This design comes from an exercise in tuning for small area on the open sky130 flow, not from production work.
Only simulation tests tie the RTL to the original design; equivalence was not proved.
In runs 3 to 6 the design's own scripts or RTL, not TritonCTS, make the clock network.
No driver is modelled on the clock port, so clock power and skew are understated where the tree is cut down; a real chip needs a root buffer or a tree.
No activity file was given, so power comes from the tool's default toggle rates.

<file path="flow/run.sh">
#!/bin/bash
# Own layout flow: the standard flow (standard.sh) with these changes:
#  - synthesis maps the logic with an area-oriented abc script
#    (flow/abc_area.script) and without half/full-adder cells; the registers
#    are those of the standard synthesis;
#  - port buffers are the smallest buffer;
#  - clock tree: small buffers and no dummy loads (settings in flow/cts.env).
# The make output is in flow.log; each step's own log is under orfs/logs/.
set -euo pipefail
W=$(pwd)
export FLOW_ABC_SCRIPT=$W/flow/abc_area.script
source $W/flow/cts.env
sed "s|SYNTH_SCRIPT=[^ ]*|SYNTH_SCRIPT=$W/flow/synth.tcl|" standard.sh > run_standard.sh
grep -q "SYNTH_SCRIPT=$W/flow/synth.tcl" run_standard.sh
bash run_standard.sh ADDER_MAP_FILE= "BUFFER_PORTS_ARGS=-buffer_cell sky130_fd_sc_hd__buf_1" \
  "CTS_ARGS=$CTS_ARGS" finish > flow.log 2>&1
</file>
<file path="flow/abc_area.script">
strash
dc2
balance
rewrite
refactor
balance
rewrite
rewrite -z
balance
refactor -z
rewrite -z
balance
dc2
balance
rewrite
refactor
balance
rewrite
rewrite -z
balance
refactor -z
rewrite -z
balance
&get -n
&dch -f
&nf -R 1000
&put
</file>
<file path="flow/cts.env">
CTS_ARGS="-sink_clustering_enable -repair_clock_nets -sink_clustering_size 16 -sink_clustering_max_diameter 100 -buf_list sky130_fd_sc_hd__clkbuf_4 -root_buf sky130_fd_sc_hd__clkbuf_8 -dont_use_dummy_load"
</file>
<file path="flow/synth.tcl">
# The standard flow's synthesis (synth_recipe.tcl) with one change: abc maps the logic with
# an area-oriented script (flow/abc_area.script) instead of ORFS's.
proc synth {args} { yosys synth -nofsm -noshare {*}$args }
rename source __orig_source
proc source {args} {
  set r [uplevel 1 [list __orig_source {*}$args]]
  if { [string match *synth_preamble.tcl [lindex $args end]] } {
    upvar #0 abc_args abc_args
    set i [lsearch -exact $abc_args -script]
    lset abc_args [expr {$i + 1}] $::env(FLOW_ABC_SCRIPT)
    puts "abc args: $abc_args"
  }
  return $r
}
source $::env(SCRIPTS_DIR)/synth.tcl
# left out here: clear keep_hierarchy, flatten, clean up, hide names made inside functions, write 1_2_yosys.v
</file>
<file path="standard.sh">
#!/bin/bash
# synth_recipe.tcl (not shown) runs the flow's synth.tcl, then flattens the netlist and writes it again
# the make line also repeats each setting of config.mk as NAME=value (left out here)
make -C /OpenROAD-flow-scripts/flow DESIGN_CONFIG=/design/flow/config.mk WORK_HOME=/design/flow/orfs CLKGATE_MAP_FILE= SYNTH_SCRIPT=/design/flow/synth_recipe.tcl "${@:-finish}"
</file>
<file path="config.mk">
export PLATFORM = sky130hd
export DESIGN_NAME = taxi_top
export DESIGN_NICKNAME = taxi_top
export VERILOG_FILES = /design/flow/design.v
export SDC_FILE = /design/flow/constraint.sdc
export NUM_CORES = 4
export LEC_CHECK = 0
export CAP_MARGIN = 20
export CORE_MARGIN = 2
export CORE_UTILIZATION = 60
export SLEW_MARGIN = 20
</file>
<file path="constraint.sdc">
create_clock -name core_clock -period 12.0 [get_ports {clk}]
set_input_delay 2.4000 -clock core_clock [delete_from_list [all_inputs] [get_ports {clk}]]
set_output_delay 2.4000 -clock core_clock [all_outputs]
set_load 0.01 [all_outputs]
</file>
<file path="design.v">
`timescale 1ns / 1ps
module seg7ment_sub(
input wire [3:0] num,
output reg [6:0] a_to_g );
always @(*)
case(num)
0: a_to_g=7'b0000001;
1: a_to_g=7'b1001111;
2: a_to_g=7'b0010010;
3: a_to_g=7'b0000110;
4: a_to_g=7'b1001100;
5: a_to_g=7'b0100100;
6: a_to_g=7'b0100000; 
7: a_to_g=7'b0001111;
8: a_to_g=7'b0000000;
9: a_to_g=7'b0000100;
'hA: a_to_g=7'b0001000;
'hB: a_to_g=7'b1100000;
'hC: a_to_g=7'b0110001;
'hD: a_to_g=7'b1000010;
'hE: a_to_g=7'b0110000;
'hF: a_to_g=7'b0111000;
default: a_to_g=7'b0000001;
endcase
endmodule
module taxi_top(
	input [1:0] light,
	input restart,
	input endcar,
	input park,
	input showaltogether,
	input clk,
	input rst,
	input showdistance,
	input restartall,
	output [6:0] a_to_g,
	output [3:0] enable,
	output point
    );
	reg [5:0]  clk_cnt;
	reg [3:0]  park_cnt;
	reg [15:0] distance;
	reg [2:0]  od_k;
	reg [3:0]  od_f1, od_f2;
	reg [4:0]  od_f3;
	reg [2:0]  al_k, rn_k;
	reg [14:0] al_f, rn_f;     
	wire day  = light[1] & light[0];
	wire tick = (clk_cnt == 6'd62);
	wire rs   = restart | restartall;
	always @(posedge clk)
		if (rst) clk_cnt <= 0;
		else     clk_cnt <= clk_cnt + 1'b1;
	always @(posedge clk)
		if (rst) park_cnt <= 0;
		else if (tick) park_cnt <= (park_cnt == 4'd10) ? 4'd0 : park_cnt + 1'b1;
	wire [3:0] d0 = distance[3:0], d1 = distance[7:4], d2 = distance[11:8], d3 = distance[15:12];
	wire n0 = d0[3] & d0[0], n1 = d1[3] & d1[0], n2 = d2[3] & d2[0], n3 = d3[3] & d3[0];
	wire dinc = tick & ~park & ~endcar;
	reg [15:0] distance_n;
	always @(*) begin
		distance_n = distance;
		if (n0 & n1 & n2 & n3) distance_n = distance;
		else begin
			distance_n[3:0]   = n0 ? 4'd0 : d0 + 1'b1;
			if (n0) distance_n[7:4]   = n1 ? 4'd0 : d1 + 1'b1;
			if (n0 & n1) distance_n[11:8]  = n2 ? 4'd0 : d2 + 1'b1;
			if (n0 & n1 & n2) distance_n[15:12] = d3 + 1'b1;
		end
	end
	always @(posedge clk)
		if (rst | rs) distance <= 0;
		else if (dinc) distance <= distance_n;
	wire one  = (d0 == 4'd1);
	wire hi   = one & (distance[15:8] != 0);
	wire lo   = one & (d1 >= 4'd3);
	wire addt = tick & ~endcar;
	wire add0 = addt & park & (park_cnt == 0);
	wire add1 = addt & ~(park & (park_cnt == 0)) & (hi | lo);
	wire [2:0] amt1 = day ? (hi ? 3'd4 : 3'd3) : (hi ? 3'd5 : 3'd4);
	wire [2:0] od_s0 = od_k + add0;
	wire od_c0 = od_s0[2] | od_s0[1];
	wire [4:0] od_s1 = od_f1 + (add1 ? amt1 : 3'd0) + od_c0;
	wire od_c1 = od_s1 > 9;
	wire od_c2 = od_c1 & od_f2[3] & od_f2[0];
	wire od_sat = od_c2 & (od_f3[4] | (od_f3[3] & od_f3[0]));
	always @(posedge clk)
		if (rst) {od_f3, od_f2, od_f1, od_k} <= 0;
		else if (rs) {od_f3, od_f2, od_f1, od_k} <= {5'd0, 4'd1, day ? 4'd4 : 4'd7, 3'd0};
		else if (od_sat) {od_f3, od_f2, od_f1, od_k} <= {5'd19, 4'd6, 4'd12, 3'd5};
		else begin
			od_k  <= od_c0 ? od_s0 - 3'd2 : od_s0;
			od_f1 <= od_c1 ? od_s1 - 5'd10 : od_s1;
			od_f2 <= od_c2 ? 4'd0 : od_f2 + od_c1;
			if (od_c2) od_f3 <= {1'b0, od_f3[3:0] + 4'd1};
		end
	reg [14:0] al_pf;
	always @(*)
		if (~restart) al_pf = al_f;
		else if (day) al_pf = {rn_f[14:10], rn_f[9:5] + 5'd1, rn_f[4:2] + 3'd1, rn_f[1:0]};
		else          al_pf = {{rn_f[14:10], rn_f[9:5]} + 10'd1, rn_f[4:3], rn_f[2:0] + 3'd7};
	wire [2:0] al_pk = restart ? rn_k : al_k;
	wire al_a0 = add0 & ~restart, al_a1 = add1 & ~restart;
	wire [2:0] al_s0 = al_pk + al_a0;
	wire al_c0 = al_s0[2] | al_s0[1];
	wire [4:0] al_s1 = al_pf[4:0] + (al_a1 ? amt1 : 3'd0) + al_c0;
	wire al_c1 = al_s1 > 9;
	wire [4:0] al_s2 = al_pf[9:5] + al_c1;
	wire al_c2 = al_c1 & (al_s2 > 9);
	wire [4:0] al_s3 = al_pf[14:10] + al_c2;
	wire al_sat = al_c2 & (al_s3 > 9);
	always @(posedge clk)
		if (rst | (restart & restartall)) {al_f, al_k} <= 0;
		else if (al_sat) {al_f, al_k} <= {5'd19, 5'd6, 5'd12, 3'd5};
		else begin
			al_k <= al_c0 ? al_s0 - 3'd2 : al_s0;
			al_f <= {al_s3, al_c2 ? al_s2 - 5'd10 : al_s2, al_c1 ? al_s1 - 5'd10 : al_s1};
		end
	always @(posedge clk)
		if (rst | (restart & restartall)) {rn_f, rn_k} <= 0;
		else if (endcar & ~restart) {rn_f, rn_k} <= {al_f, al_k};
	function [3:0] f0dig;
		input [2:0] k;
		case (k)
			3'd0: f0dig = 4'h0;
			3'd1: f0dig = 4'h5;
			3'd2: f0dig = 4'hA;
			3'd3: f0dig = 4'hF;
			3'd4: f0dig = 4'h4;
			default: f0dig = 4'h9;
		endcase
	endfunction
	reg show;
	always @(*)
		case (light)
			2'd0: show = clk_cnt[3:0] <= 4'd1;
			2'd1: show = clk_cnt[3:0] <= 4'd2;
			2'd2: show = clk_cnt[3:0] <= 4'd4;
			default: show = clk_cnt[3:0] <= 4'd13;
		endcase
	wire [1:0] dig = clk_cnt[5:4] | {2{~show}};
	reg [3:0] fnum;
	always @(*)
		if (showdistance) fnum = distance[dig*4 +: 4];
		else case (dig)
			2'd0: fnum = f0dig(showaltogether ? rn_k : od_k);
			2'd1: fnum = showaltogether ? rn_f[3:0]   : od_f1;
			2'd2: fnum = showaltogether ? rn_f[8:5]   : od_f2;
			default: fnum = showaltogether ? rn_f[13:10] : od_f3[3:0];
		endcase
	assign enable = show ? ~(4'b1000 >> clk_cnt[5:4]) : 4'b1111;
	assign point  = ~(show & (clk_cnt[5:4] == 2'd1));
	seg7ment_sub C(.num(fnum), .a_to_g(a_to_g));
endmodule
</file>
==> results of run 1 <==
==> worst min path at each step <==
stage,startpoint,endpoint,slack [ns]
after floorplan,od_f3[4],od_f3[4],0.42
after global placement,od_f3[4],od_f3[4],0.43
after detailed placement,od_f3[4],od_f3[4],0.44
after CTS,od_f3[4],od_f3[4],0.44
after global routing,od_f3[4],od_f3[4],0.49
final,od_f3[4],od_f3[4],0.44
==> cells in the final DEF (no fill, tap or decap), types with 13 or more instances in the layout <==
master,synthesis,routed
xnor2_1,20,20
nand2b_1,15,15
and3_1,13,13
nor2_1,70,70
nor3_1,25,24
nand3_1,15,15
buf_1,0,20
mux2i_1,16,16
nor2b_1,17,17
dfxtp_1,78,78
nand2_1,56,56
xor2_1,13,13
a21oi_1,62,62
o21ai_0,29,29
==> final cells by class <==
| class | instances | area share (%) |
|---|---|---|
| clock buffers | 9 | 2.72 |
| repair buffers | 25 | 2.42 |
| flip-flops and latches | 78 | 34.3 |
| well taps | 96 | 2.64 |
| multi-input cells | 454 | 57.3 |
| inverters | 7 | 0.578 |
==> sequential cells by signal (all words and copies together) (netlist names) <==
name and flops:
rn_f 15, al_k 3, od_f3 5, al_f 15
clk_cnt 6, od_f2 4, od_f1 4, rn_k 3
park_cnt 4, distance 16, od_k 3
==> stage by stage <==
| stage | setup WS [ns] | util [%] | hold slack, ns | cell area, µm² | total power, µW |
|---|---|---|---|---|---|
| after floorplan | 4.91 | - | 0.422 | 4200 | 298 |
| after global placement | 4.13 | 65.1 | 0.431 | 4420 | 314 |
| after detailed placement | 3.73 | 65.1 | 0.436 | 4420 | 315 |
| after CTS | 4.06 | 66.9 | 0.444 | 4550 | 462 |
| after global routing | 3.33 | 66.9 | 0.487 | 4550 | 477 |
| final | 3.95 | 66.9 | 0.440 | 4550 | 460 |
==> layer usage <==
metal	wire (µm)	part of all wire, %	vias up
li1	-	-	2020
met1	4930	50	1836
met2	4210	43	102
met3	481	4.9	22
met4	236	2.4	0
met5	0	0	-
==> tightest hold or removal path, stage by stage, from the launching register on <==
cell and delay (ns):
dfxtp_1 0.30, nand2_1 0.05, nand2_1 0.04
==> report_power, final <==
group / internal [µW] / total [µW] / switching, µW
sequential: 262 / 266 / 3.72
clock: 66.9 / 150 / 83.4
combinational: 15.0 / 43.1 / 28.1
==> logic make-up (layout without fill, tap and decap cells) <==
| group | count (synthesis) | after routing | synth area share [%] |
|---|---|---|---|
| adders and majority gates | 1 | 1 | 0.239 |
| DFF | 78 | 78 | 37.2 |
| buffers and inverters | 8 | 41 | 0.805 |
| and+or+nand+nor | 249 | 249 | 28.7 |
| AOI/OAI and AO/OA | 154 | 154 | 22.0 |
| muxes | 17 | 17 | 4.09 |
| xor gates and xnor gates | 33 | 33 | 6.89 |
==> results.json, run 1 <==
{
  "fin_crit_ns": 8.05,
  "grtUsageMet3_pct": 4.43,
  "io_buffers": 21,
  "synth_edf_count": 0,
  "r2r_cells": 29,
  "endpoint": "al_f[9]",
  "fin_crit_sh_pct": 67.1,
  "worstSetupStartpoint": "restart",
  "cp_max_fo": 47,
  "core.rowCount": 30,
  "layout.nets": 585,
  "dp_hpwl_um": 7220,
  "drtIter0Drc": 456,
  "post-place-cells": 660,
  "crit_buf_inv": 1,
  "ys_ff_latch": 78,
  "reg2reg_slack_ns": 5.19,
  "antenna_found_initial": 0,
  "status": "finished clean",
  "layout-drive-gt1-share_pct": 2.62,
  "finalSetupViolCount": 0,
  "synthCells": 540,
  "cts_tree": "done",
  "drt_first_pass_iters": 6,
  "cts-root-buf": "clkbuf_8",
  "num_vias": 3980,
  "antenna_cells": 0,
  "grt_pass1_wl_um": 16500,
  "netlist_top_cells_area": "dfxtp_1, a21oi_1, nor2_1",
  "p_leak_uw": 0.00160,
  "layoutNonFillerInstCount": 669,
  "grt_usage_pct": 27.2,
  "routedWlPerCell_um": 14.7,
  "crit_family": "simple AND/OR/NAND/NOR gates",
  "yosysMostFrequentCell": "dfxtp_1",
  "yosysSeqAreaShare_pct": 37.2,
  "grt.met1_usage_pct": 39.6,
  "cts_setup_buffers": 0,
  "numCtsBuffers": 9,
  "crit_required_ns": 12.26,
  "cp_slowest_stage_delay_ns": 0.47,
  "syn-cell-area_mm2": 0.00420,
  "yosysTopAreaCell": "dfxtp_1",
  "p_per_area_mw_per_mm2": 101,
  "skew_ns": 0.0276,
  "initial_core_util_pct": 61.7,
  "busiest_layer": "met2",
  "globalplace.congestion": 0.911,
  "dieArea_mm2": 0.00768,
  "synthTopCellsByCount": "dfxtp_1, nor2_1, a21oi_1",
  "startpoint_type": "primary input",
  "clock_latency_ns": 0.35,
  "n_fill_cell": 600,
  "crit_type": "in -> reg",
  "io_pins": 22,
  "worst_pin_slew_ns": 0.875,
  "hold_path_class": "reg -> reg",
  "viasPerCell": 5.95,
  "die_w_um": 87.6,
  "rr_endpoint": "al_f[9]",
  "cts_sinks": 78,
  "hold_depth": 2,
  "rsz0062_at_grt": "false",
  "hold_violations": 0,
  "cpMostUsedCell": "nor2_1",
  "setup-tns-final_ns": 0,
  "slew_headroom_pct": 41.4,
  "synth_cell_type_count": 45,
  "finalWirelength_um": 9850,
  "synth-main-ff-cell": "dfxtp_1",
  "grt.overflow.total": 0,
  "avgSynthCellArea_um2": 7.77,
  "synth_warnings": 2,
  "area_delta_synth_final_pct": 8.38,
  "synthArstFlopShare_pct": 0,
  "grt_max_degree": 48,
  "syn_nets": 550,
  "cp.arrival_ns": 8.31,
  "netlist.area_leader.share_pct": 37.2,
  "max-clock-path-buffers": 2,
  "vdd_drop_max_mv": 0.0656,
  "cts-htree-levels": 3,
  "cp_slowest_cell": "clkbuf_2",
  "timing.rr.start": "clk_cnt[4]",
  "max_freq_mhz": 124,
  "die_y_um": 87.6,
  "cts_hold_buf": 0,
  "drc": 0,
  "endpoint_kind": "register",
  "grt_pass1_vias": 3512,
  "cts_resized": 0,
  "maxSlewViolCount": 0,
  "coreArea_mm2": 0.00679,
  "final_antenna_net_count": 0,
  "drv_cap": 0,
  "multi_input_area_mm2": 0.00261,
  "met2_usage_pct": 40.0,
  "path_depth": 27,
  "clk_pin_slew_worst_paths_ns": 0.07,
  "regArea_mm2": 0.00156
}
==> inputs of run 2 (changes only) <==
--- a/design.v
+++ b/design.v
@@ -43,5 +43,5 @@
 	reg [2:0]  od_k;
 	reg [3:0]  od_f1, od_f2;
-	reg [4:0]  od_f3;
+	reg [3:0]  od_f3;
 	reg [2:0]  al_k, rn_k;
 	reg [14:0] al_f, rn_f;     
@@ -84,29 +84,29 @@
 	wire od_c1 = od_s1 > 9;
 	wire od_c2 = od_c1 & od_f2[3] & od_f2[0];
-	wire od_sat = od_c2 & (od_f3[4] | (od_f3[3] & od_f3[0]));
+	wire od_sat = od_c2 & od_f3[3] & od_f3[0];
 	always @(posedge clk)
 		if (rst) {od_f3, od_f2, od_f1, od_k} <= 0;
-		else if (rs) {od_f3, od_f2, od_f1, od_k} <= {5'd0, 4'd1, day ? 4'd4 : 4'd7, 3'd0};
-		else if (od_sat) {od_f3, od_f2, od_f1, od_k} <= {5'd19, 4'd6, 4'd12, 3'd5};
+		else if (rs) {od_f3, od_f2, od_f1, od_k} <= {4'd0, 4'd1, day ? 4'd4 : 4'd7, 3'd0};
+		else if (od_sat) {od_f3, od_f2, od_f1, od_k} <= {4'd11, 4'd6, 4'd12, 3'd5};
 		else begin
 			od_k  <= od_c0 ? od_s0 - 3'd2 : od_s0;
 			od_f1 <= od_c1 ? od_s1 - 5'd10 : od_s1;
 			od_f2 <= od_c2 ? 4'd0 : od_f2 + od_c1;
-			if (od_c2) od_f3 <= {1'b0, od_f3[3:0] + 4'd1};
+			if (od_c2) od_f3 <= od_f3 + 4'd1;
 		end
-	reg [14:0] al_pf;
-	always @(*)
-		if (~restart) al_pf = al_f;
-		else if (day) al_pf = {rn_f[14:10], rn_f[9:5] + 5'd1, rn_f[4:2] + 3'd1, rn_f[1:0]};
-		else          al_pf = {{rn_f[14:10], rn_f[9:5]} + 10'd1, rn_f[4:3], rn_f[2:0] + 3'd7};
+	wire [4:0] al_x1 = ~restart ? al_f[4:0] :
+		day ? {rn_f[4:2] + 3'd1, rn_f[1:0]} : {rn_f[4:3], rn_f[2:0] - 3'd1};
+	wire [4:0] al_x2 = restart ? rn_f[9:5] : al_f[9:5];
+	wire [4:0] al_x3 = restart ? rn_f[14:10] : al_f[14:10];
+	wire al_i3 = restart & ~day & (&rn_f[9:5]);
 	wire [2:0] al_pk = restart ? rn_k : al_k;
 	wire al_a0 = add0 & ~restart, al_a1 = add1 & ~restart;
 	wire [2:0] al_s0 = al_pk + al_a0;
 	wire al_c0 = al_s0[2] | al_s0[1];
-	wire [4:0] al_s1 = al_pf[4:0] + (al_a1 ? amt1 : 3'd0) + al_c0;
+	wire [4:0] al_s1 = al_x1 + (al_a1 ? amt1 : 3'd0) + al_c0;
 	wire al_c1 = al_s1 > 9;
-	wire [4:0] al_s2 = al_pf[9:5] + al_c1;
+	wire [4:0] al_s2 = al_x2 + restart + al_c1;
 	wire al_c2 = al_c1 & (al_s2 > 9);
-	wire [4:0] al_s3 = al_pf[14:10] + al_c2;
+	wire [4:0] al_s3 = al_x3 + al_i3 + al_c2;
 	wire al_sat = al_c2 & (al_s3 > 9);
 	always @(posedge clk)
@@ -147,5 +147,5 @@
 			2'd1: fnum = showaltogether ? rn_f[3:0]   : od_f1;
 			2'd2: fnum = showaltogether ? rn_f[8:5]   : od_f2;
-			default: fnum = showaltogether ? rn_f[13:10] : od_f3[3:0];
+			default: fnum = showaltogether ? rn_f[13:10] : {od_f3[3] & ~od_f3[1], od_f3[2:0]};
 		endcase
 	assign enable = show ? ~(4'b1000 >> clk_cnt[5:4]) : 4'b1111;
--- a/flow/abc_area.script
+++ b/flow/abc_area.script
@@ -22,6 +22,8 @@
 rewrite -z
 balance
-&get -n
-&dch -f
-&nf -R 1000
-&put
+dch -f
+amap
+mfs
+strash
+dch -f
+amap
==> flow/cts.env (replaced) <==
CTS_ARGS="-sink_clustering_enable -repair_clock_nets -root_buf sky130_fd_sc_hd__clkbuf_8 -buf_list sky130_fd_sc_hd__clkbuf_8 -dont_use_dummy_load"
--- a/config.mk
+++ b/config.mk
@@ -8,4 +8,4 @@
 export CAP_MARGIN = 20
 export CORE_MARGIN = 2
-export CORE_UTILIZATION = 60
+export CORE_UTILIZATION = 70
 export SLEW_MARGIN = 20
==> run 2 against run 1 <==
  * Worst hold slack improved by 0.027 ns
  * Power rose by 9.4%
  * Worst setup slack got worse by 1.3 ns
  * Synthesized cell count rose by 3.0%
==> results.json, run 2 <==
{
  "antenna_found_initial": 0,
  "rsz0062_at_grt": "false",
  "yosysMostFrequentCell": "nor2_1",
  "p_per_area_mw_per_mm2": 119,
  "dieArea_mm2": 0.00621,
  "hold_path_class": "reg -> reg",
  "crit_buf_inv": 6,
  "timing.rr.start": "clk_cnt[5]",
  "maxSlewViolCount": 0,
  "coreArea_mm2": 0.00547,
  "yosysTopAreaCell": "dfxtp_1",
  "globalplace.congestion": 0.885,
  "cts-root-buf": "clkbuf_8",
  "endpoint_kind": "register",
  "startpoint_type": "primary input",
  "cp.arrival_ns": 9.52,
  "grt.overflow.total": 0,
  "skew_ns": 0.0241,
  "ys_ff_latch": 77,
  "yosysSeqAreaShare_pct": 39.3,
  "status": "finished clean",
  "cp_slowest_cell": "o311ai_0",
  "synth_edf_count": 0,
  "core.rowCount": 27,
  "netlist_top_cells_area": "dfxtp_1, nor2_1, o21ai_0",
  "largest_register_ff_count": 16,
  "finalWirelength_um": 10300,
  "cts_hold_buf": 0,
  "synthArstFlopShare_pct": 0,
  "numCtsBuffers": 9,
  "fin_util_pct": 77.3,
  "num_vias": 4189,
  "n_fill_cell": 446,
  "crit_type": "in -> reg",
  "drv_cap": 0,
  "drc": 0,
  "syn_nets": 566,
  "avgSynthCellArea_um2": 7.05,
  "fin_crit_ns": 9.31,
  "synth_warnings": 2,
  "drtIter0Drc": 296,
  "netlist.area_leader.share_pct": 39.3,
  "clk_pin_slew_worst_paths_ns": 0.07,
  "synthTopCellsByCount": "nor2_1, dfxtp_1, clkinv_1",
  "clock_latency_ns": 0.36,
  "largest_register": "distance",
  "die_w_um": 78.8,
  "reg2reg_slack_ns": 3.82,
  "final_antenna_net_count": 0,
  "grt_pass1_wl_um": 17100,
  "die_y_um": 78.8,
  "cpMostUsedCell": "nor2_1",
  "drt_first_pass_iters": 5,
  "grt_max_degree": 27,
  "finalSetupViolCount": 0,
  "cts_tree": "done",
  "synth_cell_type_count": 41,
  "area_delta_synth_final_pct": 7.85,
  "path_depth": 43,
  "p_leak_uw": 0.00140,
  "max_freq_mhz": 107,
  "layout.nets": 600,
  "grt_usage_pct": 34.4,
  "cp_slowest_stage_delay_ns": 0.54,
  "layout_common_cells": "nor2_1, dfxtp_1, clkinv_1, nand2_1, o21ai_0",
  "crit_required_ns": 12.21,
  "r2r_cells": 44,
  "final_common_cell": "nor2_1",
  "cts_resized": 0,
  "worstSetupStartpoint": "park",
  "dp_hpwl_um": 7450,
  "cts_sinks": 77,
  "setup-tns-final_ns": 0,
  "syn-cell-area_mm2": 0.00392,
  "io_buffers": 21,
  "cp_max_fo": 8,
  "crit_family": "simple AND/OR/NAND/NOR gates",
  "layout-drive-gt1-share_pct": 2.04,
  "grt_pass1_vias": 3846,
  "vdd_drop_max_mv": 0.0928,
  "rr_endpoint": "al_k[2]",
  "slew_headroom_pct": 30.1,
  "antenna_cells": 0,
  "worst_pin_slew_ns": 1.05,
  "hold_violations": 0,
  "routedWlPerCell_um": 15.5,
  "endpoint": "al_k[2]",
  "synth-main-ff-cell": "dfxtp_1",
  "initial_core_util_pct": 71.6,
  "max-clock-path-buffers": 2,
  "cts-htree-levels": 3,
  "cts_setup_buffers": 0,
  "synthCells": 556,
  "io_pins": 22,
  "fin_crit_sh_pct": 77.6,
  "viasPerCell": 6.35
}
## run 2: cell count changes after synthesis, moves of 8 or more
cell / before / now
nand2b_1: 15 / 0
a21oi_1: 62 / 36
o22ai_1: 6 / 37
and2_0: 12 / 2
and3_1: 13 / 5
o21ai_0: 29 / 48
nand3_1: 15 / 6
xor2_1: 13 / 0
clkinv_1: 7 / 63
xnor2_1: 20 / 0
mux2i_1: 16 / 0
nor2_1: 70 / 121
nor2b_1: 17 / 3
## run 2: final cells by class
cell class                      instances  area (µm²)  area share, %
Clock buffer                            9         124           2.93
Inverter                               63         236           5.59
Multi-Input combinational cell        415        2130           50.5
Sequential cell                        77        1540           36.5
Tap cell                               72        90.1           2.13
Timing Repair Buffer                   24         101           2.40
## run 2: cell families (layout without fill, tap and decap cells)
group / count (synthesis) / after routing / synth area share [%]
compound gates: 182 / 182 / 29.2
flops: 77 / 77 / 39.3
simple gates: 233 / 233 / 25.2
buf+inv: 64 / 96 / 6.22
## run 2: stage by stage
stage	instances	worst slack (ns)	instance area (µm²)	power (µW)	hold slack, ns
after global routing	660	1.59	4230	521	0.485
after detailed placement	651	2.53	4100	352	0.460
after global placement	651	2.90	4100	350	0.446
final	660	2.69	4230	503	0.466
after floorplan	556	3.83	3920	330	0.426
after CTS	660	2.88	4230	497	0.470
## run 2: how the worst min path moves through the flow
stage | start | to | cells after the start
floorplan | clk_cnt[0] | clk_cnt[0] | 1
global placement | rn_k[0] | rn_k[0] | 2
detailed placement | clk_cnt[0] | clk_cnt[0] | 1
CTS | clk_cnt[0] | clk_cnt[0] | 1
global route | clk_cnt[0] | clk_cnt[0] | 1
finish | clk_cnt[0] | clk_cnt[0] | 1
## run 2: per-layer routing
metal,wire (µm),share of wire [%],GRT usage [%],up-vias
met3,682,6.7,5.34,35
met5,0,0,0,-
met1,4320,42,42.2,1903
li1,-,-,-,2059
met4,260,2.5,14.8,0
met2,4990,49,60.1,192
## run 2: power breakdown
group          internal [µW]  switching [µW]  leakage (µW)  total, µW
Clock                   67.1            86.2     0.0000647        153
Sequential               264            7.23      0.000627        271
Combinational           26.6            51.3      0.000704       77.9
==> inputs of run 3 (changes only) <==
--- a/flow/run.sh
+++ b/flow/run.sh
@@ -5,12 +5,14 @@
 #    are those of the standard synthesis;
 #  - port buffers are the smallest buffer;
-#  - clock tree: small buffers and no dummy loads (settings in flow/cts.env).
+#  - clock tree: after CTS, a root buffer feeding 8 small leaf buffers, each
+#    driving a location-based group of registers (flow/post_cts.tcl).
 # The make output is in flow.log; each step's own log is under orfs/logs/.
 set -euo pipefail
 W=$(pwd)
 export FLOW_ABC_SCRIPT=$W/flow/abc_area.script
+export FLOW_FLOW_DIR=$W/flow
 source $W/flow/cts.env
 sed "s|SYNTH_SCRIPT=[^ ]*|SYNTH_SCRIPT=$W/flow/synth.tcl|" standard.sh > run_standard.sh
 grep -q "SYNTH_SCRIPT=$W/flow/synth.tcl" run_standard.sh
 bash run_standard.sh ADDER_MAP_FILE= "BUFFER_PORTS_ARGS=-buffer_cell sky130_fd_sc_hd__buf_1" \
-  "CTS_ARGS=$CTS_ARGS" finish > flow.log 2>&1
+  "CTS_ARGS=$CTS_ARGS" "POST_CTS_TCL=$W/flow/post_cts.tcl" finish > flow.log 2>&1
--- a/flow/abc_area.script
+++ b/flow/abc_area.script
@@ -1,3 +1,14 @@
 strash
+dc2
+balance
+rewrite
+refactor
+balance
+rewrite
+rewrite -z
+balance
+refactor -z
+rewrite -z
+balance
 dc2
 balance
@@ -28,2 +39,6 @@
 dch -f
 amap
+mfs
+strash
+dch -f
+amap
==> flow/clock_tree.tcl (new file) <==
# Replace the clock tree with a root buffer feeding NLEAF leaf buffers, each
# driving a balanced, location-based group of the registers' clock pins.
proc ctree_rebuild { nleaf root_cell leaf_cell } {
  set db [ord::get_db]
  set block [ord::get_db_block]
  set clk_bterm [$block findBTerm clk]
  set clk_net [$clk_bterm getNet]
  # collect register clock pins (through the existing tree) and the tree's cells
  set sinks {}
  set tree_insts {}
  set tree_nets {}
  set todo [list $clk_net]
  while {[llength $todo]} {
    set net [lindex $todo 0]; set todo [lrange $todo 1 end]
    foreach it [$net getITerms] {
      if {[$it isOutputSignal]} continue
      set inst [$it getInst]
      set m [[$inst getMaster] getName]
      if {[string match "*clkbuf*" $m] || [string match "*clkinv*" $m] || [string match "*bufinv*" $m] || [string match "*inv_*" $m] || [string match "*buf_*" $m]} {
        if {[string match "*df*" $m]} { lappend sinks $it; continue }
        lappend tree_insts $inst
        foreach o [$inst getITerms] {
          if {[$o isOutputSignal] && [$o getNet] ne "NULL"} { lappend todo [$o getNet]; lappend tree_nets [$o getNet] }
        }
      } else {
        lappend sinks $it
      }
    }
  }
  puts "ctree: [llength $sinks] sinks, removing [llength $tree_insts] tree cells"
  foreach it $sinks { $it disconnect }
  foreach inst $tree_insts { odb::dbInst_destroy $inst }
  foreach net $tree_nets { odb::dbNet_destroy $net }
  # location of each sink
  set pts {}
  foreach it $sinks {
    set bb [[$it getInst] getBBox]
    lappend pts [list [expr {([$bb xMin] + [$bb xMax]) / 2}] [expr {([$bb yMin] + [$bb yMax]) / 2}] $it]
  }
  # balanced split: recursively halve along the longer side
  set groups [list $pts]
  while {[llength $groups] < $nleaf} {
    set best -1; set bi 0; set i 0
    foreach g $groups { if {[llength $g] > $best} { set best [llength $g]; set bi $i }; incr i }
    set g [lindex $groups $bi]
    set xs [lmap p $g {lindex $p 0}]; set ys [lmap p $g {lindex $p 1}]
    set dx [expr {[tcl::mathfunc::max {*}$xs] - [tcl::mathfunc::min {*}$xs]}]
    set dy [expr {[tcl::mathfunc::max {*}$ys] - [tcl::mathfunc::min {*}$ys]}]
    set k [expr {$dx >= $dy ? 0 : 1}]
    set g [lsort -integer -index $k $g]
    set h [expr {[llength $g] / 2}]
    set groups [lreplace $groups $bi $bi [lrange $g 0 [expr {$h - 1}]] [lrange $g $h end]]
  }
  set root_m [$db findMaster $root_cell]
  set leaf_m [$db findMaster $leaf_cell]
  set root [odb::dbInst_create $block $root_m ctree_root]
  set root_net [odb::dbNet_create $block ctree_root_net]
  $root_net setSigType CLOCK
  $clk_net setSigType CLOCK
  [$root findITerm A] connect $clk_net
  [$root findITerm X] connect $root_net
  set sx 0; set sy 0; set i 0
  foreach g $groups {
    set cx 0; set cy 0
    foreach p $g { incr cx [lindex $p 0]; incr cy [lindex $p 1] }
    set cx [expr {$cx / [llength $g]}]; set cy [expr {$cy / [llength $g]}]
    set leaf [odb::dbInst_create $block $leaf_m ctree_leaf_$i]
    set net [odb::dbNet_create $block ctree_leaf_net_$i]
    $net setSigType CLOCK
    [$leaf findITerm A] connect $root_net
    [$leaf findITerm X] connect $net
    foreach p $g { [lindex $p 2] connect $net }
    $leaf setLocation $cx $cy
    $leaf setPlacementStatus PLACED
    incr sx $cx; incr sy $cy; incr i
    puts "ctree: leaf $i drives [llength $g] sinks at $cx $cy"
  }
  $root setLocation [expr {$sx / $i}] [expr {$sy / $i}]
  $root setPlacementStatus PLACED
}
==> flow/post_cts.tcl (new file) <==
# After CTS: replace the H-tree with a two-level tree of small buffers
source $::env(FLOW_FLOW_DIR)/clock_tree.tcl
ctree_rebuild 8 sky130_fd_sc_hd__clkbuf_4 sky130_fd_sc_hd__clkbuf_4
detailed_placement
check_placement -verbose
estimate_parasitics -placement
report_clock_skew
--- a/config.mk
+++ b/config.mk
@@ -8,4 +8,4 @@
 export CAP_MARGIN = 20
 export CORE_MARGIN = 2
-export CORE_UTILIZATION = 70
+export CORE_UTILIZATION = 80
 export SLEW_MARGIN = 20
==> run 3 against run 2 <==
  * Clock power fell by 25%
  * Largest cell class unchanged
  * First-iteration DRC count rose by 40%
  * Global-route usage rose by 4.7 points
  * Area after synthesis rose by 0.64%
  * Still clean on timing, DRC and antenna
  * Flip-flop and latch count did not move
  * Worst setup slack got worse by 1.0 ns
  * Critical path depth fell by 2
  * Clock skew fell by 0.0088 ns
==> results.json, run 3 <==
{
  "die_w_um": 74.2,
  "grt_usage_pct": 39.1,
  "skew_ns": 0.0154,
  "p_switching_uw": 147,
  "crit_buf_inv": 6,
  "synth_cell_type_count": 41,
  "dpl_cell_area_mm2": 0.00410,
  "largest_register": "distance",
  "synthTopCellsByCount": "nor2_1, dfxtp_1, clkinv_1",
  "num_vias": 4301,
  "layout.nets": 601,
  "slew_headroom_pct": 38.6,
  "ys_ff_latch": 77,
  "cp_slowest_stage_delay_ns": 0.88,
  "final_antenna_net_count": 0,
  "yosysMostFrequentCell": "nor2_1",
  "crit_required_ns": 12.38,
  "antenna_found_initial": 0,
  "grt_max_degree": 28,
  "clock_latency_ns": 0.45,
  "cp.arrival_ns": 10.69,
  "syn-cell-area_mm2": 0.00395,
  "dp_hpwl_um": 7620,
  "area_delta_synth_final_pct": 5.65,
  "synth-main-ff-cell": "dfxtp_1",
  "fin_crit_sh_pct": 85.9,
  "syn_nets": 570,
  "finalSetupViolCount": 0,
  "synth_edf_count": 0,
  "max_freq_mhz": 97.0,
  "layout_common_cells": "nor2_1, dfxtp_1, clkinv_1, nand2_1",
  "post-route-cell-area_mm2": 0.00417,
  "endpoint_kind": "register",
  "antenna_cells": 0,
  "setup-tns-final_ns": 0,
  "synthArstFlopShare_pct": 0,
  "routedWlPerCell_um": 16.4,
  "status": "finished clean",
  "fin_ws_ns": 1.69,
  "startpoint_type": "primary input",
  "synthCells": 560,
  "layoutNonFillerInstCount": 656,
  "path_depth": 41,
  "globalplace.congestion": 0.931,
  "post-place-cells": 647,
  "finalWirelength_um": 10800,
  "pwr-share-comb_pct": 18.7,
  "drv_cap": 0,
  "rsz0062_at_grt": "false",
  "netlist_top_cells_area": "dfxtp_1, nor2_1, clkinv_1",
  "cts_sinks": 77,
  "crit_family": "simple AND/OR/NAND/NOR gates",
  "seqPwrFrac_pct": 57.3,
  "grt_pass1_wl_um": 17100,
  "crit_type": "in -> reg",
  "drtIter0Drc": 414,
  "netlist.area_leader.share_pct": 39.1,
  "cp_slowest_cell": "clkinv_1",
  "dp_slack_ns": 1.55,
  "n_fill_cell": 283,
  "r2r_cells": 45,
  "io_pins": 22,
  "yosysSeqAreaShare_pct": 39.1,
  "synth_warnings": 2,
  "grt_pass1_vias": 3903,
  "drt_first_pass_iters": 5,
  "cpMostUsedCell": "nor2_1",
  "avgSynthCellArea_um2": 7.04,
  "p_per_area_mw_per_mm2": 115,
  "coreArea_mm2": 0.00475,
  "yosysTopAreaCell": "dfxtp_1",
  "largest_register_ff_count": 16,
  "cp_max_fo": 27,
  "switching_share_pct": 30.8,
  "core.rowCount": 25,
  "hold_path_class": "reg -> reg",
  "dieArea_mm2": 0.00551,
  "clk_pin_slew_worst_paths_ns": 0.11,
  "final_common_cell": "nor2_1",
  "p_int_uw": 331,
  "hold_depth": 1,
  "io_buffers": 21,
  "p_clk_share_pct": 24.0,
  "fin_crit_ns": 10.31,
  "layout-drive-gt1-share_pct": 1.53,
  "p_leak_uw": 0.00142,
  "regArea_mm2": 0.00154,
  "viasPerCell": 6.56,
  "multi_input_area_mm2": 0.00215,
  "worst_pin_slew_ns": 0.920,
  "maxSlewViolCount": 0,
  "hold_violations": 0,
  "grt.overflow.total": 0,
  "drc": 0,
  "die_y_um": 74.2,
  "vdd_drop_max_mv": 0.0872,
  "initial_core_util_pct": 83.0
}
[run 3: final cells by class]
type | count | area share [%]
flip-flops and latches | 77 | 37.0
plain buffers | 9 | 1.62
well taps | 67 | 2.01
repair buffers | 21 | 1.89
multi-input cells | 417 | 51.6
inverters | 65 | 5.85
[run 3: final timing paths]
check | startpoint | endpoint | slack [ns]
max reg2reg | clk_cnt[4] | al_f[0] | 3.21
max | restart | al_f[0] | 1.69
min | clk_cnt[0] | clk_cnt[0] | 0.48
min reg2reg | clk_cnt[0] | clk_cnt[0] | 0.48
[run 3: stage by stage]
| step | total power, µW | hold WS, ns | utilization (%) |
|---|---|---|---|
| global route | 495 | 0.514 | 87.7 |
| finish | 478 | 0.483 | 87.7 |
| global placement | 361 | 0.446 | 86.2 |
| floorplan | 341 | 0.426 | - |
| detailed placement | 364 | 0.460 | 86.2 |
[run 3: per-layer routing]
layer,GRT usage (%),routed length (µm),vias to the layer above
met5,0,0,-
met4,20.0,567,0
met3,7.32,913,70
met2,69.1,5170,273
met1,45.1,4100,1905
li1,-,-,2053
[run 3: cells by family after synthesis]
logic type / share of synthesized area [%]
buffers and inverters: 6.37
AO/OA/AOI/OAI: 27.3
flip-flops: 39.1
AND/OR/NAND/NOR: 27.3
[run 3: worst reg2reg max path, delay by kind of cell, from the launching register on]
family / cells / cell delay (ns)
flip-flops: 1 / 0.37
AO/OA/AOI/OAI: 12 / 2.04
AND/OR/NAND/NOR: 26 / 5.01
buffers and inverters: 7 / 1.30
[run 3: power groups by stage]
| stage | sequential (µW) | clock [µW] | combinational (µW) |
|---|---|---|---|
| after floorplan | 276 | 0 | 64.3 |
| after global placement | 278 | 0 | 82.4 |
| after detailed placement | 279 | 0 | 85.3 |
| after global routing | 275 | 122 | 97.9 |
| final | 274 | 115 | 89.5 |
==> inputs of run 4 (changes only) <==
--- a/config.mk
+++ b/config.mk
@@ -8,4 +8,4 @@
 export CAP_MARGIN = 20
 export CORE_MARGIN = 2
-export CORE_UTILIZATION = 80
+export CORE_UTILIZATION = 70
 export SLEW_MARGIN = 20
==> run 4 against run 3 <==
  * Still clean
  * Cell count increased by 0.76%
  * Clock skew decreased by 0.0015 ns
  * Power about the same
  * Flip-flop and latch count unchanged
  * Register-to-register slack got worse by 0.15 ns
  * Area after synthesis unchanged
  * Worst hold slack got worse by 0.0036 ns
  * Synthesized cell count unchanged
  * Wire length decreased by 3.9%
  * Largest cell class unchanged
  * Highest routed layer unchanged
==> results.json, run 4 <==
{
  "status": "finished clean",
  "hold_start": "clk_cnt[0]",
  "final_common_cell": "nor2_1",
  "antenna_found_initial": 0,
  "syn-cell-area_mm2": 0.00395,
  "p_switching_uw": 147,
  "min_to": "clk_cnt[0]",
  "finalSetupViolCount": 0,
  "r2r_cells": 45,
  "layout_common_cells": "nor2_1, dfxtp_1, clkinv_1, nand2_1",
  "p_int_uw": 331,
  "power.total_uw": 478,
  "p_clk_share_pct": 24.2,
  "synthTopCellsByCount": "nor2_1, dfxtp_1, clkinv_1",
  "grt.overflow.total": 0,
  "die_w_um": 79.1,
  "grt_max_degree": 28,
  "cp_slowest_cell": "clkinv_1",
  "skew_ns": 0.0139,
  "cp_slowest_stage_delay_ns": 0.85,
  "netlist_top_cells_area": "dfxtp_1, nor2_1, clkinv_1",
  "clk_pin_slew_worst_paths_ns": 0.10,
  "syn_nets": 570,
  "crit_buf_inv": 6,
  "drc": 0,
  "drt_first_pass_iters": 5,
  "crit_type": "in -> reg",
  "layoutNonFillerInstCount": 661,
  "seqPwrFrac_pct": 57.2,
  "clock_latency_ns": 0.44,
  "avgSynthCellArea_um2": 7.04,
  "layout-drive-gt1-share_pct": 1.53,
  "initial_core_util_pct": 72.1,
  "finalWirelength_um": 10300,
  "switching_share_pct": 30.7,
  "crit_required_ns": 12.35,
  "post-route-cell-area_mm2": 0.00417,
  "netlist.area_leader.share_pct": 39.1,
  "hold_violations": 0,
  "fin_crit_ns": 10.57,
  "drv_cap": 0,
  "timing.rr.start": "clk_cnt[4]",
  "multi_input_area_mm2": 0.00215,
  "worst_pin_slew_ns": 0.888,
  "die_y_um": 79.1,
  "core.rowCount": 27,
  "coreArea_mm2": 0.00547,
  "dp_hpwl_um": 7570,
  "viasPerCell": 6.39,
  "drtIter0Drc": 252,
  "hold_path_class": "reg -> reg",
  "p_leak_uw": 0.00142,
  "regArea_mm2": 0.00154,
  "grt_usage_pct": 33.5,
  "yosysTopAreaCell": "dfxtp_1",
  "area_delta_synth_final_pct": 5.80,
  "vdd_drop_max_mv": 0.0879,
  "post-place-cells": 652,
  "io_buffers": 21,
  "largest_register": "distance",
  "setup-tns-final_ns": 0,
  "routedWlPerCell_um": 15.6,
  "max_freq_mhz": 94.6,
  "synthCells": 560,
  "yosysSeqAreaShare_pct": 39.1,
  "antenna_cells": 0,
  "synth-main-ff-cell": "dfxtp_1",
  "io_pins": 22,
  "fin_crit_sh_pct": 88.1,
  "synth_edf_count": 0,
  "synth_warnings": 2,
  "p_per_area_mw_per_mm2": 114,
  "crit_family": "simple AND/OR/NAND/NOR gates",
  "grt_pass1_wl_um": 17200,
  "globalplace.congestion": 0.906,
  "endpoint_kind": "register",
  "rr_endpoint": "al_f[0]",
  "synthArstFlopShare_pct": 0,
  "cp_max_fo": 27,
  "slew_headroom_pct": 40.8,
  "reg2reg_slack_ns": 3.06,
  "startpoint_type": "primary input",
  "cp.arrival_ns": 10.92,
  "cpMostUsedCell": "nor2_1",
  "dpl_cell_area_mm2": 0.00411,
  "ys_ff_latch": 77,
  "rsz0062_at_grt": "false",
  "n_fill_cell": 454,
  "final_antenna_net_count": 0,
  "yosysMostFrequentCell": "nor2_1",
  "pwr-share-comb_pct": 18.7,
  "cts_sinks": 77,
  "layout.nets": 601,
  "synth_cell_type_count": 41,
  "hold_depth": 1,
  "grt_pass1_vias": 3896,
  "dieArea_mm2": 0.00625,
  "maxSlewViolCount": 0,
  "num_vias": 4221,
  "largest_register_ff_count": 16
}
==> run 4: cell counts after synthesis <==
No cell type changed its count.
==> run 4: layout make-up <==
cell class | count | area share, %
multi-input cells | 417 | 51.6
flip-flops and latches | 77 | 36.9
inverters | 65 | 5.85
well taps | 72 | 2.16
repair buffers | 21 | 1.89
plain buffers | 9 | 1.62
==> run 4: logic make-up (layout without fill, tap and decap cells) <==
kind of cell    after synthesis  count (layout)  synth area share [%]
simple gates                252             252                  27.3
buf+inv                      66              95                  6.37
compound gates              165             165                  27.3
flops                        77              77                  39.1
==> run 4: power by group through the flow <==
stage	logic [µW]	registers, µW	clock network (µW)
2_1_floorplan	64.3	276	0
3_3_place_gp	83.3	278	0
3_5_place_dp	86.0	279	0
5_1_grt	98.7	274	126
6_report	89.1	273	116
==> run 4: worst max-delay path by stage <==
| stage | from | end | slack, ns | cells after the start |
|---|---|---|---|---|
| 2_1_floorplan | endcar | al_f[0] | 3.44 | 42 |
| 3_3_place_gp | restart | al_f[0] | 2.03 | 40 |
| 3_5_place_dp | restart | al_f[0] | 1.40 | 40 |
| 5_1_grt | restart | al_f[0] | 0.63 | 41 |
| 6_report | restart | al_f[0] | 1.43 | 41 |
==> run 4: worst register-to-register path, delay by kind of cell (launching register included) <==
kind,cells,cell delay [ns]
AO/OA/AOI/OAI,12,2.04
buffers and inverters,7,1.34
AND/OR/NAND/NOR,26,5.05
flip-flops,1,0.38
==> run 4: per-stage QoR <==
step	hold slack, ns	utilization [%]	worst slack [ns]
6_report	0.480	76.3	1.43
5_1_grt	0.501	76.3	0.631
3_5_place_dp	0.464	75.0	1.40
3_3_place_gp	0.452	75.0	2.03
2_1_floorplan	0.426	-	3.44
==> run 4: layer usage <==
metal	vias up	wire length, µm	global-route usage, %
met5	-	0	0
met4	0	311	12.2
met3	44	659	3.41
met2	187	5080	61.4
met1	1933	4280	40.4
li1	2057	-	-
==> inputs of run 5 (changes only) <==
==> flow/abc_area.script (replaced) <==
strash
dc2
balance
rewrite
refactor
balance
rewrite
rewrite -z
balance
refactor -z
rewrite -z
balance
dc2
balance
rewrite
refactor
balance
rewrite
rewrite -z
balance
refactor -z
rewrite -z
balance
dch -f
amap
mfs
strash
dch -f
amap
==> flow/post_cts.tcl (replaced) <==
# After CTS: replace the H-tree with a two-level tree of small buffers
source $::env(FLOW_FLOW_DIR)/clock_tree.tcl
ctree_rebuild 8 sky130_fd_sc_hd__clkbuf_8 sky130_fd_sc_hd__clkbuf_4
detailed_placement
check_placement -verbose
estimate_parasitics -placement
report_clock_skew
==> run 5 against run 4 <==
  * Still clean
  * Via count fell by 1.4%
  * Clock skew rose by 0.0030 ns
  * Wire length fell by 0.76%
  * Flip-flop and latch count did not move
  * First-iteration DRC count rose by 19%
  * Sequential share of layout area barely moved
  * Design area barely moved
  * Sequential power barely moved
  * Maximum frequency rose by 14%
  * Critical path type unchanged
  * Largest cell class unchanged
==> results.json, run 5 <==
{
  "synthCells": 556,
  "area_delta_synth_final_pct": 6.58,
  "synth-main-ff-cell": "dfxtp_1",
  "grt_usage_pct": 33.8,
  "syn_nets": 566,
  "fin_crit_sh_pct": 77.2,
  "status": "finished clean",
  "wl_met1_um": 4330,
  "post-place-cells": 651,
  "drt_first_pass_iters": 5,
  "rsz0062_at_grt": "false",
  "dp_slack_ns": 2.53,
  "synth_xor_xnor_area_share_pct": 0,
  "hold_path_class": "reg -> reg",
  "worst_pin_slew_ns": 1.02,
  "cpMostUsedCell": "nor2_1",
  "finalWirelength_um": 10300,
  "hold_violations": 0,
  "grt_max_degree": 27,
  "globalplace.congestion": 0.885,
  "syn-cell-area_mm2": 0.00392,
  "largest_register": "distance",
  "grt_pass1_wl_um": 17200,
  "highest_layer": "met4",
  "synthTopCellsByCount": "nor2_1, dfxtp_1, clkinv_1",
  "cp_slowest_stage_delay_ns": 0.53,
  "io_pins": 22,
  "crit_type": "in -> reg",
  "io_buffers": 21,
  "drtIter0Drc": 299,
  "core.rowCount": 27,
  "muxShareOfSynthArea_pct": 0,
  "layout-drive-gt1-share_pct": 2.04,
  "cp_slowest_cell": "o311ai_0",
  "yosysTopAreaCell": "dfxtp_1",
  "routedWlPerCell_um": 15.5,
  "dp_hpwl_um": 7450,
  "setup-tns-final_ns": 0,
  "synth-simple-area-share_pct": 25.2,
  "largest_register_ff_count": 16,
  "synth_top_family_by_area": "compound AO/OA/AOI/OAI gates",
  "synth_edf_count": 0,
  "endpoint_kind": "register",
  "grt.overflow.total": 0,
  "ys_ff_latch": 77,
  "antenna_cells": 0,
  "synth_warnings": 2,
  "final_common_cell": "nor2_1",
  "antenna_found_initial": 0,
  "crit_required_ns": 12.24,
  "viasPerCell": 6.30,
  "synth-compound-area-share_pct": 29.2,
  "skew_ns": 0.0168,
  "num_vias": 4160,
  "avgSynthCellArea_um2": 7.05,
  "netlist_top_cells_area": "dfxtp_1, nor2_1, o21ai_0",
  "max_freq_mhz": 108,
  "dieArea_mm2": 0.00621,
  "drv_cap": 0,
  "clock_latency_ns": 0.37,
  "whs_ns": 0.476,
  "initial_core_util_pct": 71.6,
  "clk_pin_slew_worst_paths_ns": 0.11,
  "startpoint_type": "primary input",
  "yosysMostFrequentCell": "nor2_1",
  "yosysSeqAreaShare_pct": 39.3,
  "coreArea_mm2": 0.00547,
  "final_antenna_net_count": 0,
  "synth_cell_type_count": 41,
  "wl_met3_um": 703,
  "synthAdderAreaFrac_pct": 0,
  "cp.arrival_ns": 9.50,
  "p_per_area_mw_per_mm2": 112,
  "cp_max_fo": 8,
  "layout_common_cells": "nor2_1, dfxtp_1, clkinv_1, nand2_1, o21ai_0",
  "wl_met2_um": 4900,
  "slew_headroom_pct": 31.7,
  "fin_ws_ns": 2.74,
  "p_leak_uw": 0.00138,
  "reg2reg_slack_ns": 3.83,
  "synthArstFlopShare_pct": 0,
  "fin_util_pct": 76.3,
  "die_w_um": 78.8,
  "drc": 0,
  "layout.nets": 600,
  "vdd_drop_max_mv": 0.0817,
  "die_y_um": 78.8,
  "finalSetupViolCount": 0,
  "grt_pass1_vias": 3852,
  "fin_crit_ns": 9.26,
  "maxSlewViolCount": 0,
  "layoutNonFillerInstCount": 660,
  "netlist.area_leader.share_pct": 39.3,
  "cts_sinks": 77
}
==> run 5: cell types whose count changed in the layout (fill, tap and decap cells not counted), moves of 4 or more <==
cell | before | now
nor2_1 | 148 | 121
o21ai_0 | 30 | 48
nand2_1 | 41 | 54
a22oi_1 | 2 | 7
a221oi_1 | 7 | 3
a31oi_1 | 3 | 7
==> run 5: final cells by class <==
type / instances / area [µm²]
timing repair buffer: 24 / 101
multi-input combinational: 415 / 2130
inverter: 63 / 236
tap: 72 / 90.1
fill: 448 / 1290
sequential: 77 / 1540
buffer: 9 / 73.8
==> run 5: kinds of logic after synthesis <==
family	after synthesis
and+or+nand+nor	233
buffers and inverters	64
DFF	77
AOI/OAI and AO/OA	182
==> run 5: power breakdown <==
group / total, µW / internal, µW / switching, µW
combinational: 77.8 / 26.6 / 51.2
sequential: 271 / 264 / 7.12
clock: 120 / 38.9 / 81.0
total: 469 / 330 / 139
==> run 5: path summary, 6_finish.rpt <==
check,from,endpoint,cells past startpoint
worst max-delay path,park,al_f[10],43
worst min-delay path,clk_cnt[0],clk_cnt[0],1
worst max register to register,clk_cnt[5],al_f[10],44
worst min register to register,clk_cnt[0],clk_cnt[0],1
==> run 5: metrics by stage <==
| step | power [µW] | area, µm² |
|---|---|---|
| 2_1_floorplan | 330 | 3920 |
| 3_3_place_gp | 350 | 4100 |
| 3_5_place_dp | 352 | 4100 |
| 5_1_grt | 490 | 4180 |
| 6_report | 469 | 4180 |
==> run 5: routing by layer <==
| layer | track usage, % | up-vias |
|---|---|---|
| met5 | 0 | - |
| met4 | 13.6 | 0 |
| met3 | 5.11 | 40 |
| met2 | 59.3 | 165 |
| met1 | 41.5 | 1894 |
| li1 | - | 2061 |
==> run 5: worst max-delay path: cells and delay by family <==
kind,cells,cell delay [ns]
compound gates,12,2.65
simple gates,25,3.49
buf+inv,6,0.95
==> inputs of run 6 (changes only) <==
--- a/flow/run.sh
+++ b/flow/run.sh
@@ -1,7 +1,7 @@
 #!/bin/bash
 # Own layout flow: the standard flow (standard.sh) with these changes:
-#  - synthesis maps the logic with an area-oriented abc script
-#    (flow/abc_area.script) and without half/full-adder cells; the registers
-#    are those of the standard synthesis;
+#  - synthesis maps the logic with several area-oriented abc scripts
+#    (flow/abc_*.script), keeps the smallest result, and uses no half/full-
+#    adder cells; the registers are those of the standard synthesis;
 #  - port buffers are the smallest buffer;
 #  - clock tree: after CTS, a root buffer feeding 8 small leaf buffers, each
@@ -10,5 +10,5 @@
 set -euo pipefail
 W=$(pwd)
-export FLOW_ABC_SCRIPT=$W/flow/abc_area.script
+
 export FLOW_FLOW_DIR=$W/flow
 source $W/flow/cts.env
==> flow/abc_amap2d.script (new file) <==
strash
dc2
balance
rewrite
refactor
balance
rewrite
rewrite -z
balance
refactor -z
rewrite -z
balance
dc2
balance
rewrite
refactor
balance
rewrite
rewrite -z
balance
refactor -z
rewrite -z
balance
dch -f
amap
mfs
strash
dch -f
amap
==> flow/abc_amap3.script (new file) <==
strash
dc2
balance
rewrite
refactor
balance
rewrite
rewrite -z
balance
refactor -z
rewrite -z
balance
dc2
balance
rewrite
refactor
balance
rewrite
rewrite -z
balance
refactor -z
rewrite -z
balance
dch -f
amap
strash
dch -f
amap
strash
dch -f
amap
==> flow/abc_nf.script (new file) <==
strash
dc2
balance
rewrite
refactor
balance
rewrite
rewrite -z
balance
refactor -z
rewrite -z
balance
dc2
balance
rewrite
refactor
balance
rewrite
rewrite -z
balance
refactor -z
rewrite -z
balance
&get -n
&dch -f
&nf -R 1000
&put
==> flow/abc_s3.script (new file) <==
strash
dc2
balance
rewrite
refactor
balance
rewrite
rewrite -z
balance
refactor -z
rewrite -z
balance
dc2
balance
rewrite
refactor
balance
rewrite
rewrite -z
balance
refactor -z
rewrite -z
balance
dch -f
amap
strash
dch -f
amap
strash
dch -f
amap
strash
dch -f
amap
==> flow/abc_s5.script (new file) <==
strash
dc2
balance
rewrite
refactor
balance
rewrite
rewrite -z
balance
refactor -z
rewrite -z
balance
dc2
balance
rewrite
refactor
balance
rewrite
rewrite -z
balance
refactor -z
rewrite -z
balance
dc2
balance
rewrite
refactor
balance
rewrite
rewrite -z
balance
refactor -z
rewrite -z
balance
dch -f
amap
mfs
strash
dch -f
amap
mfs
strash
dch -f
amap
==> flow/post_cts.tcl (replaced) <==
# After CTS: replace the H-tree with a two-level tree of small buffers
source $::env(FLOW_FLOW_DIR)/clock_tree.tcl
ctree_rebuild 8 sky130_fd_sc_hd__clkbuf_4 sky130_fd_sc_hd__clkbuf_4
detailed_placement
check_placement -verbose
estimate_parasitics -placement
report_clock_skew
==> flow/synth.tcl (replaced) <==
# The standard flow's synthesis (synth_recipe.tcl) with one change: abc maps the logic
# with each of the area-oriented scripts flow/abc_*.script, and the smallest
# result (by the library's cell area) is kept.
proc synth {args} { yosys synth -nofsm -noshare {*}$args }
rename source __orig_source
proc source {args} {
  set r [uplevel 1 [list __orig_source {*}$args]]
  if { [string match *synth_preamble.tcl [lindex $args end]] } {
    rename abc __orig_abc
    proc abc {args} {
      set i [lsearch -exact $args -script]
      set scripts [lsort [glob $::env(FLOW_FLOW_DIR)/abc_*.script]]
      set lib [lindex $::env(LIB_FILES) 0]
      design -save __pre_abc
      set best ""; set best_area 1e18
      foreach s $scripts {
        design -load __pre_abc
        __orig_abc {*}[lreplace $args [expr {$i + 1}] [expr {$i + 1}] $s]
        set f $::env(OBJECTS_DIR)/abc_try_[file rootname [file tail $s]].txt
        tee -q -o $f stat -liberty $lib
        set fh [open $f]; set txt [read $fh]; close $fh
        regexp {Chip area for module '[^']*': ([0-9.]+)} $txt -> area
        puts "abc script [file tail $s]: area $area"
        if { $area < $best_area } { set best_area $area; set best $s }
      }
      puts "abc: keeping [file tail $best] (area $best_area)"
      design -load __pre_abc
      __orig_abc {*}[lreplace $args [expr {$i + 1}] [expr {$i + 1}] $best]
    }
  }
  return $r
}
source $::env(SCRIPTS_DIR)/synth.tcl
# left out here: clear keep_hierarchy, flatten, clean up, hide names made inside functions, write 1_2_yosys.v
--- a/config.mk
+++ b/config.mk
@@ -6,6 +6,6 @@
 export NUM_CORES = 4
 export LEC_CHECK = 0
-export CAP_MARGIN = 20
+export CAP_MARGIN = 5
 export CORE_MARGIN = 2
 export CORE_UTILIZATION = 70
-export SLEW_MARGIN = 20
+export SLEW_MARGIN = 5
removed: flow/abc_area.script
==> run 6 against run 5 <==
  * Worst hold slack improved by 0.00068 ns
  * Maximum frequency down 3.9%
  * Global-route usage rose by 0.36 points
  * Utilization is 0.11 points lower
  * Worst setup slack got worse by 0.38 ns
  * Highest routed layer unchanged
  * Design area fell by 0.15%
  * Register-to-register slack got worse by 0.36 ns
  * Wire length rose by 2.1%
  * Critical path depth down 1
  * Cell count unchanged
  * Power fell by 0.81%
  * Synthesized cell count unchanged
==> results.json, run 6 <==
{
  "status": "finished clean",
  "yosysMostFrequentCell": "nor2_1",
  "endpoint_kind": "register",
  "avgSynthCellArea_um2": 7.05,
  "largest_register_ff_count": 16,
  "finalWirelength_um": 10500,
  "yosysTopAreaCell": "dfxtp_1",
  "switching_share_pct": 30.0,
  "synth_edf_count": 0,
  "layout-drive-gt1-share_pct": 2.04,
  "coreArea_mm2": 0.00547,
  "p_switching_uw": 140,
  "synthTopCellsByCount": "nor2_1, dfxtp_1, clkinv_1",
  "cp_slowest_cell": "o311ai_0",
  "setup-tns-final_ns": 0,
  "yosysSeqAreaShare_pct": 39.3,
  "syn_nets": 566,
  "grt_usage_pct": 34.1,
  "drv_cap": 0,
  "final_antenna_net_count": 0,
  "area_delta_synth_final_pct": 6.42,
  "drtIter0Drc": 311,
  "initial_core_util_pct": 71.6,
  "dp_slack_ns": 2.23,
  "grt_pass1_wl_um": 17400,
  "cts_sinks": 77,
  "layout_common_cells": "nor2_1, dfxtp_1, clkinv_1, nand2_1, o21ai_0",
  "viasPerCell": 6.34,
  "grt_max_degree": 27,
  "synth-main-ff-cell": "dfxtp_1",
  "slew_headroom_pct": 25.4,
  "grt_pass1_vias": 3901,
  "rsz0062_at_grt": "false",
  "hold_path_class": "reg -> reg",
  "dpl_cell_area_mm2": 0.00410,
  "worst_pin_slew_ns": 1.12,
  "cp_slowest_stage_delay_ns": 0.67,
  "busiest_layer": "met2",
  "fin_crit_sh_pct": 80.3,
  "fin_util_pct": 76.2,
  "seqPwrFrac_pct": 58.3,
  "antenna_cells": 0,
  "netlist_top_cells_area": "dfxtp_1, nor2_1, o21ai_0",
  "crit_required_ns": 12.34,
  "io_buffers": 21,
  "max_freq_mhz": 104,
  "num_vias": 4184,
  "routedWlPerCell_um": 15.9,
  "startpoint_type": "primary input",
  "dp_hpwl_um": 7610,
  "fin_crit_ns": 9.63,
  "synthCells": 556,
  "fin_ws_ns": 2.37,
  "maxSlewViolCount": 0,
  "synthArstFlopShare_pct": 0,
  "synth_warnings": 2,
  "p_leak_uw": 0.00137,
  "cpMostUsedCell": "nor2_1",
  "final_common_cell": "nor2_1",
  "globalplace.congestion": 0.936,
  "skew_ns": 0.00766,
  "ys_ff_latch": 77,
  "crit_type": "in -> reg",
  "grt.overflow.total": 0,
  "p_clk_share_pct": 24.9,
  "antenna_found_initial": 0,
  "die_w_um": 78.8,
  "cp.arrival_ns": 9.98,
  "largest_register": "distance",
  "grtUsageMet3_pct": 4.55,
  "syn-cell-area_mm2": 0.00392,
  "pwr-share-comb_pct": 16.8,
  "die_y_um": 78.8,
  "drt_first_pass_iters": 6,
  "p_int_uw": 326,
  "drc": 0,
  "dieArea_mm2": 0.00621,
  "met2_usage_pct": 64.1,
  "layout.nets": 600,
  "p_per_area_mw_per_mm2": 112,
  "hold_violations": 0,
  "io_pins": 22,
  "post-route-cell-area_mm2": 0.00417,
  "finalSetupViolCount": 0,
  "clk_pin_slew_worst_paths_ns": 0.10,
  "netlist.area_leader.share_pct": 39.3,
  "clock_latency_ns": 0.43,
  "vdd_drop_max_mv": 0.0958,
  "cp_max_fo": 8,
  "core.rowCount": 27,
  "synth_cell_type_count": 41,
  "grt.met1_usage_pct": 40.5,
  "power.total_uw": 465
}
run 6: cell count changes in the layout (fill, tap and decap cells not counted):
cell,previous run,this run
clkbuf_4,8,9
clkbuf_8,1,0
run 6: power groups by stage:
stage          clock network, µW  registers, µW  logic [µW]
6_report                     116            271        78.0
5_1_grt                      127            272        87.2
3_5_place_dp                   0            277        75.4
3_3_place_gp                   0            276        73.4
2_1_floorplan                  0            275        55.5
run 6: per-layer routing:
layer	vias up	routed length (µm)	share of wire, %
met3	27	661	6.3
met1	1926	4310	41
met2	158	5220	50
li1	2073	-	-
met4	0	269	2.6
met5	-	0	0
run 6: cell type report:
class	instances	area (µm²)
Buffer	9	67.6
Fill cell	436	1300
Inverter	63	236
Multi-Input combinational cell	415	2130
Sequential cell	77	1540
Tap cell	72	90.1
Timing Repair Buffer	24	101
run 6: kinds of logic after synthesis:
| logic type | share of synthesized area [%] |
|---|---|
| compound gates | 29.2 |
| flops | 39.3 |
| buf+inv | 6.22 |
| simple gates | 25.2 |
run 6: worst max-delay path: cells and delay by family:
kind,cells,cell delay [ns]
AO/OA/AOI/OAI,13,3.19
buffers and inverters,5,0.68
AND/OR/NAND/NOR,24,3.70
run 6: final timing paths:
kind | startpoint | endpoint | slack (ns) | cells after the start
worst min register to register | rn_k[0] | rn_k[0] | 0.48 | 2
worst max register to register | clk_cnt[5] | al_f[0] | 3.47 | 43
worst min-delay path | rn_k[0] | rn_k[0] | 0.48 | 2
worst max-delay path | park | al_f[0] | 2.37 | 42
run 6: metrics by stage:
step | hold slack, ns | instances
6_report | 0.477 | 660
3_3_place_gp | 0.441 | 651
2_1_floorplan | 0.426 | 556
3_5_place_dp | 0.453 | 651
5_1_grt | 0.491 | 660

==> separate check: timing with driven ports <==
How much do the figures lean on ideal ports? The routed layouts below were timed once more, with nothing changed but the port constraints. Step 1 sets driving cells, clkbuf_16 on the clock port and buf_2 on the other inputs (assumed; they add their load-dependent delay and slew). Step 2 times the ports against the registers' clock, not the clock port: input delays grow and output delays shrink by t, the midpoint of the rising clock arrivals with the driver on. a / b / c = no drivers / after step 1 / after step 2; a / b = the first two.
run | shift t [ns] | slack for setup (ns) | worst hold slack (ns) | worst setup path after step 2
run 1 | 0.370 | 3.954 / 3.960 / 3.590 | 0.439 / 0.439 / 0.439 | input to register
run 2 | 0.375 | 2.686 / 2.696 / 2.321 | 0.466 / 0.466 / 0.466 | input to register
run 3 | 0.476 | 1.691 / 1.693 / 1.218 | 0.483 / 0.483 / 0.483 | input to register
run 4 | 0.466 | 1.429 / 1.429 / 0.963 | 0.480 / 0.480 / 0.480 | input to register
run 5 | 0.390 | 2.741 / 2.752 / 2.363 | 0.476 / 0.476 / 0.476 | input to register
run 6 | 0.453 | 2.365 / 2.370 / 1.917 | 0.477 / 0.477 / 0.477 | input to register
After both steps setup and hold are still met in every run listed. The setup slack of run 3, which loses most, moves by +0.002 ns with the drivers and by -0.473 ns with both steps.
